From an optimization exercise on the open Yosys and OpenROAD flow, aimed at small area, a short achievable clock period and few clock cycles per item; shortcuts taken in it are not production practice. The RTL of this run was laid out without a check of its function.

### flow/flow/run.sh
#!/bin/bash
set -euo pipefail
bash standard.sh \
  "BUFFER_PORTS_ARGS=-buffer_cell sky130_fd_sc_hd__buf_1" \
  SETUP_SLACK_MARGIN=6 \
  finish > make_finish.log 2>&1
### flow/standard.sh
#!/bin/bash
# synth_recipe.tcl (not shown) runs the flow's synth.tcl, then flattens the netlist and writes it again
# the make line also repeats each setting of config.mk as NAME=value (left out here)
make -C /OpenROAD-flow-scripts/flow DESIGN_CONFIG=/design/flow/config.mk WORK_HOME=/design/flow/orfs CLKGATE_MAP_FILE= SYNTH_SCRIPT=/design/flow/synth_recipe.tcl "${@:-finish}"
### flow/config.mk
export PLATFORM = sky130hd
export DESIGN_NAME = md5
export DESIGN_NICKNAME = md5
export VERILOG_FILES = /design/flow/design.v
export SDC_FILE = /design/flow/constraint.sdc
export NUM_CORES = 4
export LEC_CHECK = 0
export ABC_AREA = 1
export CAP_MARGIN = 20
export CORE_MARGIN = 2
export CORE_UTILIZATION = 45
export SLEW_MARGIN = 20
### flow/constraint.sdc
create_clock -name core_clock -period 11.0 [get_ports {clk}]
set_input_delay 2.2000 -clock core_clock [delete_from_list [all_inputs] [get_ports {clk}]]
set_output_delay 2.2000 -clock core_clock [all_outputs]
set_load 0.01 [all_outputs]
### flow/design.v
module md5(
      input clk,
      input reset_n,
      input start,
      input [63:0] password,
      output reg done,
      output [127:0] passwd_hash
      );
reg [6:0] cnt;
reg [31:0] p, b, c, d;
reg idle;            
reg fin;             
reg [3:0] rsel;      
reg [3:0] xsel;      
reg [3:0] psel;      
wire [6:0] cnt_n = ~reset_n ? 7'd67 : idle ? (start ? 7'd0 : 7'd67) : cnt + 7'd1;
reg [3:0] xsel_n;
always @(*) begin
  case ({cnt_n[1:0], cnt_n[5:4]})
    4'd0: xsel_n = 4'b1000;
    4'd1: xsel_n = 4'b0010;
    4'd2: xsel_n = 4'b0001;
    4'd3: xsel_n = 4'b0100;
    4'd4: xsel_n = 4'b1000;
    4'd5: xsel_n = 4'b0001;
    4'd6: xsel_n = 4'b0100;
    4'd7: xsel_n = 4'b0010;
    4'd8: xsel_n = 4'b1000;
    4'd9: xsel_n = 4'b0001;
    4'd10: xsel_n = 4'b0100;
    4'd11: xsel_n = 4'b0010;
    4'd12: xsel_n = 4'b0100;
    4'd13: xsel_n = 4'b0001;
    4'd14: xsel_n = 4'b1000;
    4'd15: xsel_n = 4'b0010;
  endcase
end
always @(posedge clk) begin
  cnt <= cnt_n;
  idle <= (cnt_n == 7'd67);
  fin <= cnt_n[6] & (cnt_n != 7'd67);
  rsel <= cnt_n[6] ? 4'b0000 : (4'b0001 << cnt_n[5:4]);
  xsel <= xsel_n;
  psel <= 4'b0001 << cnt_n[1:0];
end
always @(posedge clk) begin
  if (~reset_n) done <= 1'b0;
  else done <= (cnt == 7'd66);
end
wire [31:0] m0 = {password[39:32], password[47:40], password[55:48], password[63:56]};
wire [31:0] m1 = {password[7:0], password[15:8], password[23:16], password[31:24]};
wire [31:0] tc;
assign tc[0] = (cnt == 7'd1) | (cnt == 7'd3) | (cnt == 7'd5) | (cnt == 7'd6) | (cnt == 7'd8) | (cnt == 7'd9) | (cnt == 7'd12) | (cnt == 7'd14) | (cnt == 7'd17) | (cnt == 7'd19) | (cnt == 7'd20) | (cnt == 7'd21) | (cnt == 7'd25) | (cnt == 7'd26) | (cnt == 7'd27) | (cnt == 7'd29) | (cnt == 7'd32) | (cnt == 7'd36) | (cnt == 7'd41) | (cnt == 7'd42) | (cnt == 7'd43) | (cnt == 7'd44) | (cnt == 7'd46) | (cnt == 7'd48) | (cnt == 7'd49) | (cnt == 7'd50) | (cnt == 7'd51) | (cnt == 7'd53) | (cnt == 7'd54) | (cnt == 7'd55) | (cnt == 7'd58) | (cnt == 7'd60) | (cnt == 7'd61) | (cnt == 7'd62) | (cnt == 7'd63) | (cnt == 7'd66) | (cnt == 7'd67);
assign tc[1] = (cnt == 7'd0) | (cnt == 7'd1) | (cnt == 7'd2) | (cnt == 7'd3) | (cnt == 7'd4) | (cnt == 7'd5) | (cnt == 7'd8) | (cnt == 7'd10) | (cnt == 7'd11) | (cnt == 7'd12) | (cnt == 7'd13) | (cnt == 7'd15) | (cnt == 7'd18) | (cnt == 7'd20) | (cnt == 7'd23) | (cnt == 7'd24) | (cnt == 7'd25) | (cnt == 7'd30) | (cnt == 7'd31) | (cnt == 7'd33) | (cnt == 7'd39) | (cnt == 7'd40) | (cnt == 7'd48) | (cnt == 7'd49) | (cnt == 7'd51) | (cnt == 7'd52) | (cnt == 7'd55) | (cnt == 7'd59) | (cnt == 7'd61) | (cnt == 7'd64) | (cnt == 7'd65);
assign tc[2] = (cnt == 7'd0) | (cnt == 7'd2) | (cnt == 7'd3) | (cnt == 7'd8) | (cnt == 7'd10) | (cnt == 7'd13) | (cnt == 7'd19) | (cnt == 7'd23) | (cnt == 7'd24) | (cnt == 7'd25) | (cnt == 7'd26) | (cnt == 7'd27) | (cnt == 7'd34) | (cnt == 7'd35) | (cnt == 7'd39) | (cnt == 7'd41) | (cnt == 7'd42) | (cnt == 7'd44) | (cnt == 7'd46) | (cnt == 7'd47) | (cnt == 7'd48) | (cnt == 7'd49) | (cnt == 7'd53) | (cnt == 7'd55) | (cnt == 7'd57) | (cnt == 7'd60) | (cnt == 7'd64) | (cnt == 7'd65);
assign tc[3] = (cnt == 7'd1) | (cnt == 7'd2) | (cnt == 7'd3) | (cnt == 7'd4) | (cnt == 7'd7) | (cnt == 7'd8) | (cnt == 7'd10) | (cnt == 7'd13) | (cnt == 7'd18) | (cnt == 7'd19) | (cnt == 7'd22) | (cnt == 7'd26) | (cnt == 7'd28) | (cnt == 7'd29) | (cnt == 7'd30) | (cnt == 7'd34) | (cnt == 7'd36) | (cnt == 7'd40) | (cnt == 7'd43) | (cnt == 7'd45) | (cnt == 7'd50) | (cnt == 7'd53) | (cnt == 7'd55) | (cnt == 7'd61) | (cnt == 7'd65) | (cnt == 7'd66) | (cnt == 7'd67);
assign tc[4] = (cnt == 7'd0) | (cnt == 7'd1) | (cnt == 7'd5) | (cnt == 7'd7) | (cnt == 7'd9) | (cnt == 7'd10) | (cnt == 7'd12) | (cnt == 7'd17) | (cnt == 7'd19) | (cnt == 7'd20) | (cnt == 7'd24) | (cnt == 7'd28) | (cnt == 7'd29) | (cnt == 7'd38) | (cnt == 7'd40) | (cnt == 7'd43) | (cnt == 7'd45) | (cnt == 7'd48) | (cnt == 7'd50) | (cnt == 7'd52) | (cnt == 7'd53) | (cnt == 7'd54) | (cnt == 7'd57) | (cnt == 7'd60) | (cnt == 7'd61) | (cnt == 7'd62) | (cnt == 7'd64) | (cnt == 7'd65) | (cnt == 7'd67);
assign tc[5] = (cnt == 7'd2) | (cnt == 7'd3) | (cnt == 7'd4) | (cnt == 7'd8) | (cnt == 7'd9) | (cnt == 7'd10) | (cnt == 7'd11) | (cnt == 7'd14) | (cnt == 7'd15) | (cnt == 7'd18) | (cnt == 7'd23) | (cnt == 7'd26) | (cnt == 7'd28) | (cnt == 7'd33) | (cnt == 7'd36) | (cnt == 7'd37) | (cnt == 7'd38) | (cnt == 7'd40) | (cnt == 7'd43) | (cnt == 7'd44) | (cnt == 7'd45) | (cnt == 7'd46) | (cnt == 7'd49) | (cnt == 7'd50) | (cnt == 7'd53) | (cnt == 7'd56) | (cnt == 7'd58) | (cnt == 7'd60) | (cnt == 7'd61) | (cnt == 7'd64) | (cnt == 7'd65) | (cnt == 7'd67);
assign tc[6] = (cnt == 7'd0) | (cnt == 7'd1) | (cnt == 7'd2) | (cnt == 7'd7) | (cnt == 7'd13) | (cnt == 7'd15) | (cnt == 7'd16) | (cnt == 7'd17) | (cnt == 7'd19) | (cnt == 7'd20) | (cnt == 7'd22) | (cnt == 7'd23) | (cnt == 7'd26) | (cnt == 7'd28) | (cnt == 7'd29) | (cnt == 7'd31) | (cnt == 7'd34) | (cnt == 7'd35) | (cnt == 7'd37) | (cnt == 7'd38) | (cnt == 7'd39) | (cnt == 7'd40) | (cnt == 7'd44) | (cnt == 7'd45) | (cnt == 7'd46) | (cnt == 7'd47) | (cnt == 7'd49) | (cnt == 7'd51) | (cnt == 7'd53) | (cnt == 7'd54) | (cnt == 7'd55) | (cnt == 7'd56) | (cnt == 7'd64) | (cnt == 7'd65) | (cnt == 7'd67);
assign tc[7] = (cnt == 7'd2) | (cnt == 7'd3) | (cnt == 7'd7) | (cnt == 7'd8) | (cnt == 7'd9) | (cnt == 7'd10) | (cnt == 7'd12) | (cnt == 7'd13) | (cnt == 7'd18) | (cnt == 7'd21) | (cnt == 7'd22) | (cnt == 7'd23) | (cnt == 7'd25) | (cnt == 7'd26) | (cnt == 7'd29) | (cnt == 7'd30) | (cnt == 7'd32) | (cnt == 7'd36) | (cnt == 7'd39) | (cnt == 7'd40) | (cnt == 7'd41) | (cnt == 7'd44) | (cnt == 7'd45) | (cnt == 7'd46) | (cnt == 7'd48) | (cnt == 7'd49) | (cnt == 7'd51) | (cnt == 7'd52) | (cnt == 7'd54) | (cnt == 7'd56) | (cnt == 7'd58) | (cnt == 7'd59) | (cnt == 7'd62) | (cnt == 7'd65) | (cnt == 7'd66);
assign tc[8] = (cnt == 7'd0) | (cnt == 7'd1) | (cnt == 7'd3) | (cnt == 7'd6) | (cnt == 7'd8) | (cnt == 7'd9) | (cnt == 7'd10) | (cnt == 7'd11) | (cnt == 7'd12) | (cnt == 7'd13) | (cnt == 7'd15) | (cnt == 7'd16) | (cnt == 7'd18) | (cnt == 7'd22) | (cnt == 7'd23) | (cnt == 7'd25) | (cnt == 7'd27) | (cnt == 7'd31) | (cnt == 7'd33) | (cnt == 7'd36) | (cnt == 7'd37) | (cnt == 7'd40) | (cnt == 7'd42) | (cnt == 7'd44) | (cnt == 7'd48) | (cnt == 7'd49) | (cnt == 7'd51) | (cnt == 7'd54) | (cnt == 7'd57) | (cnt == 7'd58) | (cnt == 7'd61) | (cnt == 7'd62) | (cnt == 7'd63) | (cnt == 7'd66) | (cnt == 7'd67);
assign tc[9] = (cnt == 7'd0) | (cnt == 7'd2) | (cnt == 7'd3) | (cnt == 7'd4) | (cnt == 7'd5) | (cnt == 7'd8) | (cnt == 7'd9) | (cnt == 7'd10) | (cnt == 7'd13) | (cnt == 7'd16) | (cnt == 7'd17) | (cnt == 7'd18) | (cnt == 7'd21) | (cnt == 7'd22) | (cnt == 7'd29) | (cnt == 7'd32) | (cnt == 7'd35) | (cnt == 7'd36) | (cnt == 7'd37) | (cnt == 7'd39) | (cnt == 7'd40) | (cnt == 7'd46) | (cnt == 7'd47) | (cnt == 7'd48) | (cnt == 7'd49) | (cnt == 7'd55) | (cnt == 7'd56) | (cnt == 7'd57) | (cnt == 7'd59) | (cnt == 7'd60) | (cnt == 7'd61) | (cnt == 7'd62) | (cnt == 7'd63) | (cnt == 7'd66) | (cnt == 7'd67);
assign tc[10] = (cnt == 7'd0) | (cnt == 7'd2) | (cnt == 7'd3) | (cnt == 7'd4) | (cnt == 7'd5) | (cnt == 7'd6) | (cnt == 7'd8) | (cnt == 7'd10) | (cnt == 7'd15) | (cnt == 7'd18) | (cnt == 7'd20) | (cnt == 7'd21) | (cnt == 7'd23) | (cnt == 7'd25) | (cnt == 7'd26) | (cnt == 7'd28) | (cnt == 7'd30) | (cnt == 7'd32) | (cnt == 7'd36) | (cnt == 7'd38) | (cnt == 7'd39) | (cnt == 7'd40) | (cnt == 7'd42) | (cnt == 7'd45) | (cnt == 7'd46) | (cnt == 7'd48) | (cnt == 7'd52) | (cnt == 7'd53) | (cnt == 7'd54) | (cnt == 7'd55) | (cnt == 7'd56) | (cnt == 7'd59) | (cnt == 7'd64) | (cnt == 7'd65) | (cnt == 7'd67);
assign tc[11] = (cnt == 7'd2) | (cnt == 7'd3) | (cnt == 7'd7) | (cnt == 7'd9) | (cnt == 7'd14) | (cnt == 7'd17) | (cnt == 7'd22) | (cnt == 7'd23) | (cnt == 7'd24) | (cnt == 7'd25) | (cnt == 7'd27) | (cnt == 7'd30) | (cnt == 7'd31) | (cnt == 7'd34) | (cnt == 7'd35) | (cnt == 7'd36) | (cnt == 7'd37) | (cnt == 7'd38) | (cnt == 7'd39) | (cnt == 7'd42) | (cnt == 7'd44) | (cnt == 7'd45) | (cnt == 7'd48) | (cnt == 7'd51) | (cnt == 7'd52) | (cnt == 7'd54) | (cnt == 7'd55) | (cnt == 7'd59) | (cnt == 7'd65) | (cnt == 7'd66);
assign tc[12] = (cnt == 7'd0) | (cnt == 7'd1) | (cnt == 7'd6) | (cnt == 7'd7) | (cnt == 7'd8) | (cnt == 7'd9) | (cnt == 7'd10) | (cnt == 7'd11) | (cnt == 7'd12) | (cnt == 7'd16) | (cnt == 7'd17) | (cnt == 7'd19) | (cnt == 7'd20) | (cnt == 7'd22) | (cnt == 7'd26) | (cnt == 7'd31) | (cnt == 7'd32) | (cnt == 7'd34) | (cnt == 7'd38) | (cnt == 7'd39) | (cnt == 7'd41) | (cnt == 7'd42) | (cnt == 7'd43) | (cnt == 7'd44) | (cnt == 7'd45) | (cnt == 7'd46) | (cnt == 7'd48) | (cnt == 7'd51) | (cnt == 7'd53) | (cnt == 7'd54) | (cnt == 7'd55) | (cnt == 7'd58) | (cnt == 7'd59) | (cnt == 7'd60) | (cnt == 7'd61) | (cnt == 7'd62) | (cnt == 7'd64) | (cnt == 7'd65);
assign tc[13] = (cnt == 7'd0) | (cnt == 7'd1) | (cnt == 7'd8) | (cnt == 7'd12) | (cnt == 7'd15) | (cnt == 7'd16) | (cnt == 7'd21) | (cnt == 7'd22) | (cnt == 7'd27) | (cnt == 7'd28) | (cnt == 7'd31) | (cnt == 7'd32) | (cnt == 7'd33) | (cnt == 7'd34) | (cnt == 7'd35) | (cnt == 7'd38) | (cnt == 7'd39) | (cnt == 7'd40) | (cnt == 7'd41) | (cnt == 7'd45) | (cnt == 7'd47) | (cnt == 7'd48) | (cnt == 7'd49) | (cnt == 7'd50) | (cnt == 7'd53) | (cnt == 7'd55) | (cnt == 7'd56) | (cnt == 7'd59) | (cnt == 7'd60) | (cnt == 7'd63) | (cnt == 7'd66);
assign tc[14] = (cnt == 7'd1) | (cnt == 7'd2) | (cnt == 7'd4) | (cnt == 7'd5) | (cnt == 7'd8) | (cnt == 7'd9) | (cnt == 7'd10) | (cnt == 7'd12) | (cnt == 7'd13) | (cnt == 7'd17) | (cnt == 7'd18) | (cnt == 7'd21) | (cnt == 7'd22) | (cnt == 7'd23) | (cnt == 7'd27) | (cnt == 7'd30) | (cnt == 7'd32) | (cnt == 7'd33) | (cnt == 7'd35) | (cnt == 7'd36) | (cnt == 7'd37) | (cnt == 7'd39) | (cnt == 7'd43) | (cnt == 7'd45) | (cnt == 7'd46) | (cnt == 7'd48) | (cnt == 7'd51) | (cnt == 7'd52) | (cnt == 7'd53) | (cnt == 7'd54) | (cnt == 7'd55) | (cnt == 7'd56) | (cnt == 7'd57) | (cnt == 7'd59) | (cnt == 7'd60) | (cnt == 7'd61) | (cnt == 7'd62) | (cnt == 7'd64) | (cnt == 7'd65) | (cnt == 7'd67);
assign tc[15] = (cnt == 7'd0) | (cnt == 7'd2) | (cnt == 7'd4) | (cnt == 7'd6) | (cnt == 7'd7) | (cnt == 7'd8) | (cnt == 7'd10) | (cnt == 7'd16) | (cnt == 7'd18) | (cnt == 7'd21) | (cnt == 7'd22) | (cnt == 7'd23) | (cnt == 7'd27) | (cnt == 7'd28) | (cnt == 7'd32) | (cnt == 7'd35) | (cnt == 7'd36) | (cnt == 7'd38) | (cnt == 7'd43) | (cnt == 7'd44) | (cnt == 7'd48) | (cnt == 7'd50) | (cnt == 7'd52) | (cnt == 7'd53) | (cnt == 7'd56) | (cnt == 7'd60) | (cnt == 7'd61) | (cnt == 7'd62) | (cnt == 7'd65) | (cnt == 7'd66) | (cnt == 7'd67);
assign tc[16] = (cnt == 7'd0) | (cnt == 7'd2) | (cnt == 7'd4) | (cnt == 7'd9) | (cnt == 7'd13) | (cnt == 7'd19) | (cnt == 7'd21) | (cnt == 7'd22) | (cnt == 7'd23) | (cnt == 7'd24) | (cnt == 7'd25) | (cnt == 7'd27) | (cnt == 7'd28) | (cnt == 7'd29) | (cnt == 7'd32) | (cnt == 7'd33) | (cnt == 7'd34) | (cnt == 7'd37) | (cnt == 7'd38) | (cnt == 7'd39) | (cnt == 7'd40) | (cnt == 7'd41) | (cnt == 7'd44) | (cnt == 7'd47) | (cnt == 7'd50) | (cnt == 7'd51) | (cnt == 7'd53) | (cnt == 7'd57) | (cnt == 7'd59) | (cnt == 7'd61) | (cnt == 7'd63) | (cnt == 7'd66) | (cnt == 7'd67);
assign tc[17] = (cnt == 7'd0) | (cnt == 7'd4) | (cnt == 7'd6) | (cnt == 7'd9) | (cnt == 7'd15) | (cnt == 7'd17) | (cnt == 7'd18) | (cnt == 7'd19) | (cnt == 7'd22) | (cnt == 7'd24) | (cnt == 7'd26) | (cnt == 7'd27) | (cnt == 7'd28) | (cnt == 7'd29) | (cnt == 7'd30) | (cnt == 7'd31) | (cnt == 7'd35) | (cnt == 7'd36) | (cnt == 7'd37) | (cnt == 7'd38) | (cnt == 7'd39) | (cnt == 7'd41) | (cnt == 7'd44) | (cnt == 7'd45) | (cnt == 7'd48) | (cnt == 7'd50) | (cnt == 7'd51) | (cnt == 7'd53) | (cnt == 7'd59) | (cnt == 7'd60) | (cnt == 7'd61) | (cnt == 7'd62) | (cnt == 7'd64) | (cnt == 7'd65) | (cnt == 7'd67);
assign tc[18] = (cnt == 7'd0) | (cnt == 7'd2) | (cnt == 7'd3) | (cnt == 7'd4) | (cnt == 7'd6) | (cnt == 7'd8) | (cnt == 7'd9) | (cnt == 7'd10) | (cnt == 7'd14) | (cnt == 7'd15) | (cnt == 7'd17) | (cnt == 7'd18) | (cnt == 7'd19) | (cnt == 7'd20) | (cnt == 7'd24) | (cnt == 7'd25) | (cnt == 7'd28) | (cnt == 7'd29) | (cnt == 7'd33) | (cnt == 7'd34) | (cnt == 7'd35) | (cnt == 7'd36) | (cnt == 7'd38) | (cnt == 7'd41) | (cnt == 7'd43) | (cnt == 7'd46) | (cnt == 7'd49) | (cnt == 7'd52) | (cnt == 7'd53) | (cnt == 7'd54) | (cnt == 7'd56) | (cnt == 7'd61) | (cnt == 7'd62) | (cnt == 7'd63) | (cnt == 7'd66) | (cnt == 7'd67);
assign tc[19] = (cnt == 7'd2) | (cnt == 7'd3) | (cnt == 7'd9) | (cnt == 7'd10) | (cnt == 7'd12) | (cnt == 7'd13) | (cnt == 7'd15) | (cnt == 7'd17) | (cnt == 7'd19) | (cnt == 7'd26) | (cnt == 7'd28) | (cnt == 7'd29) | (cnt == 7'd30) | (cnt == 7'd31) | (cnt == 7'd33) | (cnt == 7'd35) | (cnt == 7'd36) | (cnt == 7'd37) | (cnt == 7'd38) | (cnt == 7'd39) | (cnt == 7'd41) | (cnt == 7'd42) | (cnt == 7'd44) | (cnt == 7'd46) | (cnt == 7'd47) | (cnt == 7'd48) | (cnt == 7'd51) | (cnt == 7'd52) | (cnt == 7'd53) | (cnt == 7'd55) | (cnt == 7'd56) | (cnt == 7'd58) | (cnt == 7'd60) | (cnt == 7'd65) | (cnt == 7'd66) | (cnt == 7'd67);
assign tc[20] = (cnt == 7'd2) | (cnt == 7'd3) | (cnt == 7'd5) | (cnt == 7'd9) | (cnt == 7'd10) | (cnt == 7'd11) | (cnt == 7'd12) | (cnt == 7'd13) | (cnt == 7'd14) | (cnt == 7'd15) | (cnt == 7'd17) | (cnt == 7'd18) | (cnt == 7'd22) | (cnt == 7'd24) | (cnt == 7'd25) | (cnt == 7'd26) | (cnt == 7'd31) | (cnt == 7'd32) | (cnt == 7'd33) | (cnt == 7'd35) | (cnt == 7'd36) | (cnt == 7'd37) | (cnt == 7'd38) | (cnt == 7'd39) | (cnt == 7'd43) | (cnt == 7'd44) | (cnt == 7'd49) | (cnt == 7'd50) | (cnt == 7'd51) | (cnt == 7'd59) | (cnt == 7'd60) | (cnt == 7'd61) | (cnt == 7'd64) | (cnt == 7'd65);
assign tc[21] = (cnt == 7'd1) | (cnt == 7'd2) | (cnt == 7'd3) | (cnt == 7'd5) | (cnt == 7'd9) | (cnt == 7'd13) | (cnt == 7'd14) | (cnt == 7'd18) | (cnt == 7'd19) | (cnt == 7'd21) | (cnt == 7'd23) | (cnt == 7'd24) | (cnt == 7'd27) | (cnt == 7'd28) | (cnt == 7'd29) | (cnt == 7'd30) | (cnt == 7'd31) | (cnt == 7'd32) | (cnt == 7'd34) | (cnt == 7'd35) | (cnt == 7'd37) | (cnt == 7'd38) | (cnt == 7'd40) | (cnt == 7'd41) | (cnt == 7'd45) | (cnt == 7'd46) | (cnt == 7'd47) | (cnt == 7'd48) | (cnt == 7'd53) | (cnt == 7'd55) | (cnt == 7'd56) | (cnt == 7'd60) | (cnt == 7'd64) | (cnt == 7'd65) | (cnt == 7'd67);
assign tc[22] = (cnt == 7'd0) | (cnt == 7'd3) | (cnt == 7'd6) | (cnt == 7'd8) | (cnt == 7'd9) | (cnt == 7'd10) | (cnt == 7'd13) | (cnt == 7'd16) | (cnt == 7'd17) | (cnt == 7'd20) | (cnt == 7'd22) | (cnt == 7'd23) | (cnt == 7'd25) | (cnt == 7'd26) | (cnt == 7'd27) | (cnt == 7'd28) | (cnt == 7'd29) | (cnt == 7'd31) | (cnt == 7'd32) | (cnt == 7'd34) | (cnt == 7'd36) | (cnt == 7'd41) | (cnt == 7'd43) | (cnt == 7'd44) | (cnt == 7'd51) | (cnt == 7'd53) | (cnt == 7'd59) | (cnt == 7'd61) | (cnt == 7'd63) | (cnt == 7'd66);
assign tc[23] = (cnt == 7'd0) | (cnt == 7'd2) | (cnt == 7'd4) | (cnt == 7'd7) | (cnt == 7'd9) | (cnt == 7'd11) | (cnt == 7'd12) | (cnt == 7'd14) | (cnt == 7'd18) | (cnt == 7'd21) | (cnt == 7'd22) | (cnt == 7'd23) | (cnt == 7'd25) | (cnt == 7'd27) | (cnt == 7'd28) | (cnt == 7'd31) | (cnt == 7'd33) | (cnt == 7'd34) | (cnt == 7'd35) | (cnt == 7'd36) | (cnt == 7'd37) | (cnt == 7'd38) | (cnt == 7'd39) | (cnt == 7'd40) | (cnt == 7'd41) | (cnt == 7'd42) | (cnt == 7'd43) | (cnt == 7'd44) | (cnt == 7'd45) | (cnt == 7'd46) | (cnt == 7'd49) | (cnt == 7'd50) | (cnt == 7'd53) | (cnt == 7'd54) | (cnt == 7'd55) | (cnt == 7'd61) | (cnt == 7'd62) | (cnt == 7'd65) | (cnt == 7'd66) | (cnt == 7'd67);
assign tc[24] = (cnt == 7'd2) | (cnt == 7'd3) | (cnt == 7'd4) | (cnt == 7'd6) | (cnt == 7'd7) | (cnt == 7'd8) | (cnt == 7'd9) | (cnt == 7'd10) | (cnt == 7'd11) | (cnt == 7'd12) | (cnt == 7'd14) | (cnt == 7'd18) | (cnt == 7'd22) | (cnt == 7'd23) | (cnt == 7'd24) | (cnt == 7'd26) | (cnt == 7'd27) | (cnt == 7'd29) | (cnt == 7'd30) | (cnt == 7'd31) | (cnt == 7'd32) | (cnt == 7'd33) | (cnt == 7'd34) | (cnt == 7'd36) | (cnt == 7'd43) | (cnt == 7'd45) | (cnt == 7'd48) | (cnt == 7'd49) | (cnt == 7'd51) | (cnt == 7'd52) | (cnt == 7'd53) | (cnt == 7'd54) | (cnt == 7'd55) | (cnt == 7'd57) | (cnt == 7'd59) | (cnt == 7'd60) | (cnt == 7'd62) | (cnt == 7'd63) | (cnt == 7'd66);
assign tc[25] = (cnt == 7'd4) | (cnt == 7'd8) | (cnt == 7'd9) | (cnt == 7'd11) | (cnt == 7'd13) | (cnt == 7'd15) | (cnt == 7'd17) | (cnt == 7'd19) | (cnt == 7'd20) | (cnt == 7'd22) | (cnt == 7'd24) | (cnt == 7'd29) | (cnt == 7'd31) | (cnt == 7'd32) | (cnt == 7'd36) | (cnt == 7'd37) | (cnt == 7'd38) | (cnt == 7'd40) | (cnt == 7'd44) | (cnt == 7'd45) | (cnt == 7'd48) | (cnt == 7'd49) | (cnt == 7'd52) | (cnt == 7'd53) | (cnt == 7'd55) | (cnt == 7'd56) | (cnt == 7'd57) | (cnt == 7'd58) | (cnt == 7'd59) | (cnt == 7'd61) | (cnt == 7'd62) | (cnt == 7'd63) | (cnt == 7'd66) | (cnt == 7'd67);
assign tc[26] = (cnt == 7'd1) | (cnt == 7'd3) | (cnt == 7'd4) | (cnt == 7'd6) | (cnt == 7'd9) | (cnt == 7'd12) | (cnt == 7'd13) | (cnt == 7'd15) | (cnt == 7'd17) | (cnt == 7'd19) | (cnt == 7'd22) | (cnt == 7'd25) | (cnt == 7'd26) | (cnt == 7'd28) | (cnt == 7'd29) | (cnt == 7'd30) | (cnt == 7'd31) | (cnt == 7'd32) | (cnt == 7'd33) | (cnt == 7'd34) | (cnt == 7'd35) | (cnt == 7'd37) | (cnt == 7'd38) | (cnt == 7'd41) | (cnt == 7'd42) | (cnt == 7'd44) | (cnt == 7'd45) | (cnt == 7'd46) | (cnt == 7'd47) | (cnt == 7'd50) | (cnt == 7'd51) | (cnt == 7'd52) | (cnt == 7'd53) | (cnt == 7'd54) | (cnt == 7'd55) | (cnt == 7'd56) | (cnt == 7'd58) | (cnt == 7'd59) | (cnt == 7'd60) | (cnt == 7'd63) | (cnt == 7'd66) | (cnt == 7'd67);
assign tc[27] = (cnt == 7'd0) | (cnt == 7'd5) | (cnt == 7'd6) | (cnt == 7'd7) | (cnt == 7'd8) | (cnt == 7'd9) | (cnt == 7'd10) | (cnt == 7'd11) | (cnt == 7'd12) | (cnt == 7'd14) | (cnt == 7'd18) | (cnt == 7'd21) | (cnt == 7'd27) | (cnt == 7'd28) | (cnt == 7'd30) | (cnt == 7'd31) | (cnt == 7'd33) | (cnt == 7'd34) | (cnt == 7'd36) | (cnt == 7'd38) | (cnt == 7'd39) | (cnt == 7'd40) | (cnt == 7'd43) | (cnt == 7'd45) | (cnt == 7'd49) | (cnt == 7'd50) | (cnt == 7'd52) | (cnt == 7'd53) | (cnt == 7'd55) | (cnt == 7'd56) | (cnt == 7'd58) | (cnt == 7'd60) | (cnt == 7'd61) | (cnt == 7'd62) | (cnt == 7'd65) | (cnt == 7'd66) | (cnt == 7'd67);
assign tc[28] = (cnt == 7'd3) | (cnt == 7'd6) | (cnt == 7'd9) | (cnt == 7'd12) | (cnt == 7'd15) | (cnt == 7'd19) | (cnt == 7'd21) | (cnt == 7'd25) | (cnt == 7'd28) | (cnt == 7'd31) | (cnt == 7'd34) | (cnt == 7'd37) | (cnt == 7'd38) | (cnt == 7'd41) | (cnt == 7'd43) | (cnt == 7'd45) | (cnt == 7'd47) | (cnt == 7'd50) | (cnt == 7'd53) | (cnt == 7'd56) | (cnt == 7'd59) | (cnt == 7'd60) | (cnt == 7'd64) | (cnt == 7'd65) | (cnt == 7'd67);
assign tc[29] = (cnt == 7'd0) | (cnt == 7'd1) | (cnt == 7'd3) | (cnt == 7'd5) | (cnt == 7'd6) | (cnt == 7'd7) | (cnt == 7'd9) | (cnt == 7'd11) | (cnt == 7'd12) | (cnt == 7'd13) | (cnt == 7'd15) | (cnt == 7'd17) | (cnt == 7'd18) | (cnt == 7'd22) | (cnt == 7'd23) | (cnt == 7'd25) | (cnt == 7'd27) | (cnt == 7'd28) | (cnt == 7'd29) | (cnt == 7'd31) | (cnt == 7'd33) | (cnt == 7'd34) | (cnt == 7'd35) | (cnt == 7'd37) | (cnt == 7'd38) | (cnt == 7'd39) | (cnt == 7'd40) | (cnt == 7'd44) | (cnt == 7'd47) | (cnt == 7'd49) | (cnt == 7'd50) | (cnt == 7'd51) | (cnt == 7'd53) | (cnt == 7'd55) | (cnt == 7'd56) | (cnt == 7'd57) | (cnt == 7'd59) | (cnt == 7'd60) | (cnt == 7'd61) | (cnt == 7'd62) | (cnt == 7'd63) | (cnt == 7'd66) | (cnt == 7'd67);
assign tc[30] = (cnt == 7'd0) | (cnt == 7'd2) | (cnt == 7'd3) | (cnt == 7'd4) | (cnt == 7'd6) | (cnt == 7'd7) | (cnt == 7'd9) | (cnt == 7'd11) | (cnt == 7'd12) | (cnt == 7'd14) | (cnt == 7'd15) | (cnt == 7'd16) | (cnt == 7'd18) | (cnt == 7'd19) | (cnt == 7'd21) | (cnt == 7'd22) | (cnt == 7'd24) | (cnt == 7'd25) | (cnt == 7'd26) | (cnt == 7'd28) | (cnt == 7'd29) | (cnt == 7'd31) | (cnt == 7'd33) | (cnt == 7'd34) | (cnt == 7'd36) | (cnt == 7'd37) | (cnt == 7'd40) | (cnt == 7'd41) | (cnt == 7'd43) | (cnt == 7'd44) | (cnt == 7'd46) | (cnt == 7'd47) | (cnt == 7'd48) | (cnt == 7'd50) | (cnt == 7'd51) | (cnt == 7'd53) | (cnt == 7'd55) | (cnt == 7'd56) | (cnt == 7'd58) | (cnt == 7'd59) | (cnt == 7'd62) | (cnt == 7'd63) | (cnt == 7'd66);
assign tc[31] = (cnt == 7'd0) | (cnt == 7'd2) | (cnt == 7'd3) | (cnt == 7'd5) | (cnt == 7'd6) | (cnt == 7'd8) | (cnt == 7'd9) | (cnt == 7'd10) | (cnt == 7'd12) | (cnt == 7'd13) | (cnt == 7'd15) | (cnt == 7'd16) | (cnt == 7'd18) | (cnt == 7'd19) | (cnt == 7'd21) | (cnt == 7'd22) | (cnt == 7'd24) | (cnt == 7'd25) | (cnt == 7'd27) | (cnt == 7'd28) | (cnt == 7'd30) | (cnt == 7'd31) | (cnt == 7'd32) | (cnt == 7'd34) | (cnt == 7'd35) | (cnt == 7'd37) | (cnt == 7'd38) | (cnt == 7'd40) | (cnt == 7'd41) | (cnt == 7'd43) | (cnt == 7'd44) | (cnt == 7'd46) | (cnt == 7'd47) | (cnt == 7'd49) | (cnt == 7'd50) | (cnt == 7'd52) | (cnt == 7'd53) | (cnt == 7'd54) | (cnt == 7'd56) | (cnt == 7'd57) | (cnt == 7'd59) | (cnt == 7'd60) | (cnt == 7'd62) | (cnt == 7'd65) | (cnt == 7'd66);
wire s0 = (cnt == 7'd18) | (cnt == 7'd40) | (cnt == 7'd47) | (cnt == 7'd67);
wire s1 = (cnt == 7'd0) | (cnt == 7'd15) | (cnt == 7'd35) | (cnt == 7'd54);
wire [31:0] msg = ({32{s0}} & m0) | ({32{s1}} & m1);
wire [31:0] dop = {32{~idle}} & d;
wire [31:0] p_next = dop + tc + msg;
wire [3:0] rn = cnt_n[6] ? 4'b0000 : (4'b0001 << cnt_n[5:4]);
reg [3:0] rs1, rs2n, rs3n;
always @(posedge clk) begin
  if (~reset_n) rs1 <= 4'b1111; else rs1 <= rn;
  rs2n <= ~rn;
  if (~reset_n) rs3n <= 4'b0000; else rs3n <= ~rn;
end
wire [31:0] r0 = {{8{~rs3n[0]}}, {8{~rs2n[0]}}, {8{rs1[0]}}, {8{rsel[0]}}};
wire [31:0] r1 = {{8{~rs3n[1]}}, {8{~rs2n[1]}}, {8{rs1[1]}}, {8{rsel[1]}}};
wire [31:0] r2 = {{8{~rs3n[2]}}, {8{~rs2n[2]}}, {8{rs1[2]}}, {8{rsel[2]}}};
wire [31:0] r3 = {{8{~rs3n[3]}}, {8{~rs2n[3]}}, {8{rs1[3]}}, {8{rsel[3]}}};
wire [31:0] x1 = (r0 & c) | (r1 & (c | d)) | (r2 & ~(c ^ d)) | (r3 & ~c);
wire [31:0] x0 = (r0 & d) | (r1 & (c & ~d)) | (r2 & (c ^ d)) | (r3 & ~(c ^ d));
wire [31:0] f = (b & x1) | (~b & x0);
wire [31:0] t = p + f;
wire [31:0] t1 = ({32{xsel[0]}} & t) | ({32{xsel[1]}} & {t[30:0], t[31]}) |
                 ({32{xsel[2]}} & {t[29:0], t[31:30]}) | ({32{xsel[3]}} & {t[28:0], t[31:29]});
wire [31:0] rot = ({32{psel[0]}} & {t1[27:0], t1[31:28]}) | ({32{psel[1]}} & {t1[22:0], t1[31:23]}) |
                  ({32{psel[2]}} & {t1[17:0], t1[31:18]}) | ({32{psel[3]}} & {t1[11:0], t1[31:12]});
wire [31:0] bop = {32{~fin}} & b;
wire [31:0] sum = bop + rot;
always @(posedge clk) begin
  p <= p_next;
  if (idle) begin
    b <= 32'hefcdab89;
    c <= 32'h98badcfe;
    d <= 32'h10325476;
  end else begin
    b <= sum;
    c <= b;
    d <= c;
  end
end
wire [31:0] ha = {d[6:0], d[31:7]};
wire [31:0] hb = p;
wire [31:0] hc = {b[16:0], b[31:17]};
wire [31:0] hd = {c[11:0], c[31:12]};
function [31:0] bswap;
  input [31:0] x;
  bswap = {x[7:0], x[15:8], x[23:16], x[31:24]};
endfunction
assign passwd_hash = {bswap(ha), bswap(hb), bswap(hc), bswap(hd)};
endmodule
==> results_dict.tcl <==
set metrics [dict create \
    synth_compound_area_share_pct 16.05 \
    slowest_stage "dfxtp_4" \
    grt_max_degree 54 \
    r2r-end "b[31]" \
    rr_startpoint "rs2n[1]" \
    synth_xor_area_share_pct 2.161 \
    ioPinCount 196 \
    relSlewSlack_pct 10.10 \
    wl_um 104500 \
    hpwl_um 77290 \
    clk_pin_slew_ps 90 \
    cpMostUsedCell "nand2_2" \
    end_kind "register" \
    fin_hold_ws_ps 477.9 \
    crit_family "simple AND/OR/NAND/NOR gates" \
    coreArea_um2 38830 \
    gp_congestion 1.175 \
    synth_area_leaders "dfxtp_1 (18%), nand2_1 (14%), ha_1 (11%)" \
    ys_ff_latch 162 \
    slowest_delay_ps 390 \
    ff2ff_setup_slack_ps 5720 \
    final_antenna_net_count 0 \
    grt_first_pass_wirelength_um 142800 \
    synth-simple-area-share_pct 37.55 \
    portBuffers 195 \
    synth_most_common_cell "nand2_1" \
    endpoint "b[31]" \
    path_buf_inv 4 \
    grt-ovfl-total 0 \
    rows 72 \
    outcome "no timing/DRC/antenna violations" \
    synth-edff-count 0 \
    fin_ws_ps 5721 \
    cap_violations 0 \
    worstPathMaxFanout 8 \
    worstSetupPathType "register to register" \
    worst_pin_slew_ps 1338 \
    min_period_ps 5279 \
    die_x_um 202.8 \
    reg2reg_depth 30 \
    yosysTopAreaCell "dfxtp_1" \
    first_pass_iters 13 \
    async_flop_share_pct 0 \
    dieArea_um2 41110 \
    synth_top_family_by_area "simple AND/OR/NAND/NOR gates" \
    area_growth_pct 35.72 \
    yosysWarnings 1 \
    start_kind "register" \
    max-clock-path-buffers 2 \
    cp-startpoint "rs2n[1]" \
    required_ps 11310 \
    cts_tree "done" \
    yosysSeqAreaShare_pct 18.24 \
    clk_latency_ps 470 \
    vias 24940 \
    syn_inst 2934 \
    viasPerCell 6.624 \
    synth_area_per_cell_um2 6.059 \
    fmax_ghz 0.1894 \
    rsz0062_at_grt "yes" \
    cts-root-buf "clkbuf_16" \
    setup_viol 0 \
    htree_levels 4 \
    synthDistinctLibCells 51 \
    grt_antenna_before_repair 4 \
    worstSetupPathDepth 30 \
    drc 0 \
    cts_sinks 162 \
    first_global_vias 22720 \
    arrival_ps 5590 \
    slew_violations 0 \
    wire_per_inst_um 27.76 \
    initialDrtViolationCount 4303 \
    start_util_pct 45.79 \
    synth_flop_cell "dfxtp_1" \
    cts_buffers 17 \
    synthAdderAreaFrac_pct 15.09 \
    muxShareOfSynthArea_pct 0 \
    finalNetCount 3492 \
    hp-class "register to register" \
    post-place-ws_ps 4802 \
    dieHeight_um 202.8 \
    post-route-period-util_pct 47.99 \
    finalHoldViolCount 0 \
    synthTopCellsByCount "nand2_1 (648), nor2_1 (429), inv_1 (424)" \
    syn_nets 3195 \
    synth_top_area_share_pct 18.24 \
    grt.total_usage_pct 46.46 \
    netlist_area_um2 17780 \
    fin_tns_setup_ps 0 \
    drive_gt1_share_pct 26.57 \
    skew_ps 19.63 \
]
## metrics by stage
step / utilization [%] / cell area, um2 / std cells
floorplan: - / 17780 / 2934
global placement: 48.77 / 18940 / 3585
detailed placement: 48.77 / 18940 / 3585
CTS: 55.11 / 21400 / 3678
global route: 62.13 / 24120 / 3762
finish: 62.15 / 24130 / 3765
## worst min path at each step
stage / startpoint / endpoint / slack (ps) / cells past startpoint
floorplan: b[0] / c[0] / 490 / 2
global placement: b[29] / c[29] / 480 / 2
detailed placement: b[25] / c[25] / 490 / 2
CTS: c[13] / d[13] / 460 / 2
global route: c[13] / d[13] / 490 / 2
finish: c[0] / d[0] / 480 / 2
## final cells by class
class	instances	area [um2]
tap	518	648.1
sequential	162	3408
inverter	436	1675
timing repair buffer	350	1923
fill	3391	14700
antenna	3	7.507
multi-input combinational	2264	15870
clock buffer	18	439.2
clock inverter	14	158.9
## registers in the layout, indices dropped and copies added (netlist names)
signal,cells
psel,4
fin,1
c,32
rsel,4
p,32
rs3n,4
idle,1
b,32
d,32
done,1
rs1,4
xsel,4
rs2n,4
cnt,7
## worst reg2reg max path: cells and delay by family (launching register included)
| kind | cells | cell delay, ps |
|---|---|---|
| compound gates | 5 | 860 |
| fa+ha+maj | 2 | 740 |
| buf+inv | 4 | 780 |
| flops | 1 | 390 |
| simple gates | 19 | 2350 |
## what timing repair did
action,4_1_cts,5_1_grt
pin swaps,83,183
endpoints found under the setup margin,49,40
gates resized for setup,334,507
buffers inserted,61,84
hold buffers,0,0
## cells in the final DEF (no fill, tap or decap), types with 11 or more instances in the layout
cell type | Yosys | layout
a21oi_4 | 0 | 16
buf_4 | 0 | 150
o21ai_0 | 121 | 71
nor4_1 | 40 | 25
o211ai_1 | 11 | 11
dfxtp_2 | 0 | 45
nand3_1 | 206 | 162
dfxtp_4 | 0 | 29
o21ai_1 | 1 | 32
a21oi_2 | 0 | 51
nand4_1 | 99 | 99
o22ai_1 | 22 | 21
nor3_2 | 0 | 14
ha_1 | 160 | 80
o21ai_2 | 0 | 17
ha_4 | 0 | 74
nand2_1 | 648 | 546
clkbuf_16 | 0 | 17
nor2_2 | 12 | 57
a21o_1 | 11 | 11
o221ai_1 | 30 | 15
xnor2_1 | 15 | 14
o221ai_2 | 0 | 14
inv_2 | 10 | 61
a21oi_1 | 204 | 137
nand3_2 | 2 | 40
inv_1 | 424 | 363
buf_1 | 3 | 195
nor2_4 | 4 | 32
nand2_2 | 4 | 80
xor2_1 | 27 | 24
a31oi_1 | 28 | 11
fa_1 | 34 | 32
dfxtp_1 | 162 | 88
nor2_1 | 429 | 356
a31oi_4 | 0 | 15
nand2_4 | 0 | 25
nor3_1 | 61 | 44
nor4_2 | 1 | 13
## layer usage
layer | GRT usage [%] | vias up | share of wire (%)
met4 | 31.33 | 4 | 10
met2 | 71.29 | 2328 | 41
met5 | 0 | - | 0.047
li1 | - | 10370 | -
met3 | 13.29 | 825 | 14
met1 | 56.45 | 11410 | 34
## logic make-up (layout without fill, tap and decap cells)
| group | count (synthesis) | count (layout) |
|---|---|---|
| buffers and inverters | 508 | 818 |
| AND/OR/NAND/NOR | 1539 | 1539 |
| other | 0 | 3 |
| adder cells (fa/ha/maj) | 194 | 194 |
| AO/OA/AOI/OAI | 488 | 488 |
| XOR/XNOR | 43 | 43 |
| flip-flops | 162 | 162 |

-- what the ideal ports hide --
The flow's constraints put no driver on any port. The routed layout listed below was extracted and timed again, unchanged, in two steps. Step 1, drivers: a clkbuf_16 drives clk and a buf_2 each remaining input, both assumed. Step 2 adds t to the input delays and takes it off the output delays; t is the mean of the earliest and latest rising clock arrival at the registers after step 1. Input paths then give back, and output paths get back, about the clock's delay inside the block. a / b / c = ideal ports / drivers / drivers and shift; a / b = the first two.
shift t [ns]: 0.520
setup WS [ns]: 5.721 / 5.721 / 5.721
hold slack, ns: 0.478 / 0.478 / 0.478
After both steps setup and hold are still met in this run. The setup slack of this run moves by 0.000 ns with the drivers and by 0.000 ns with both steps.
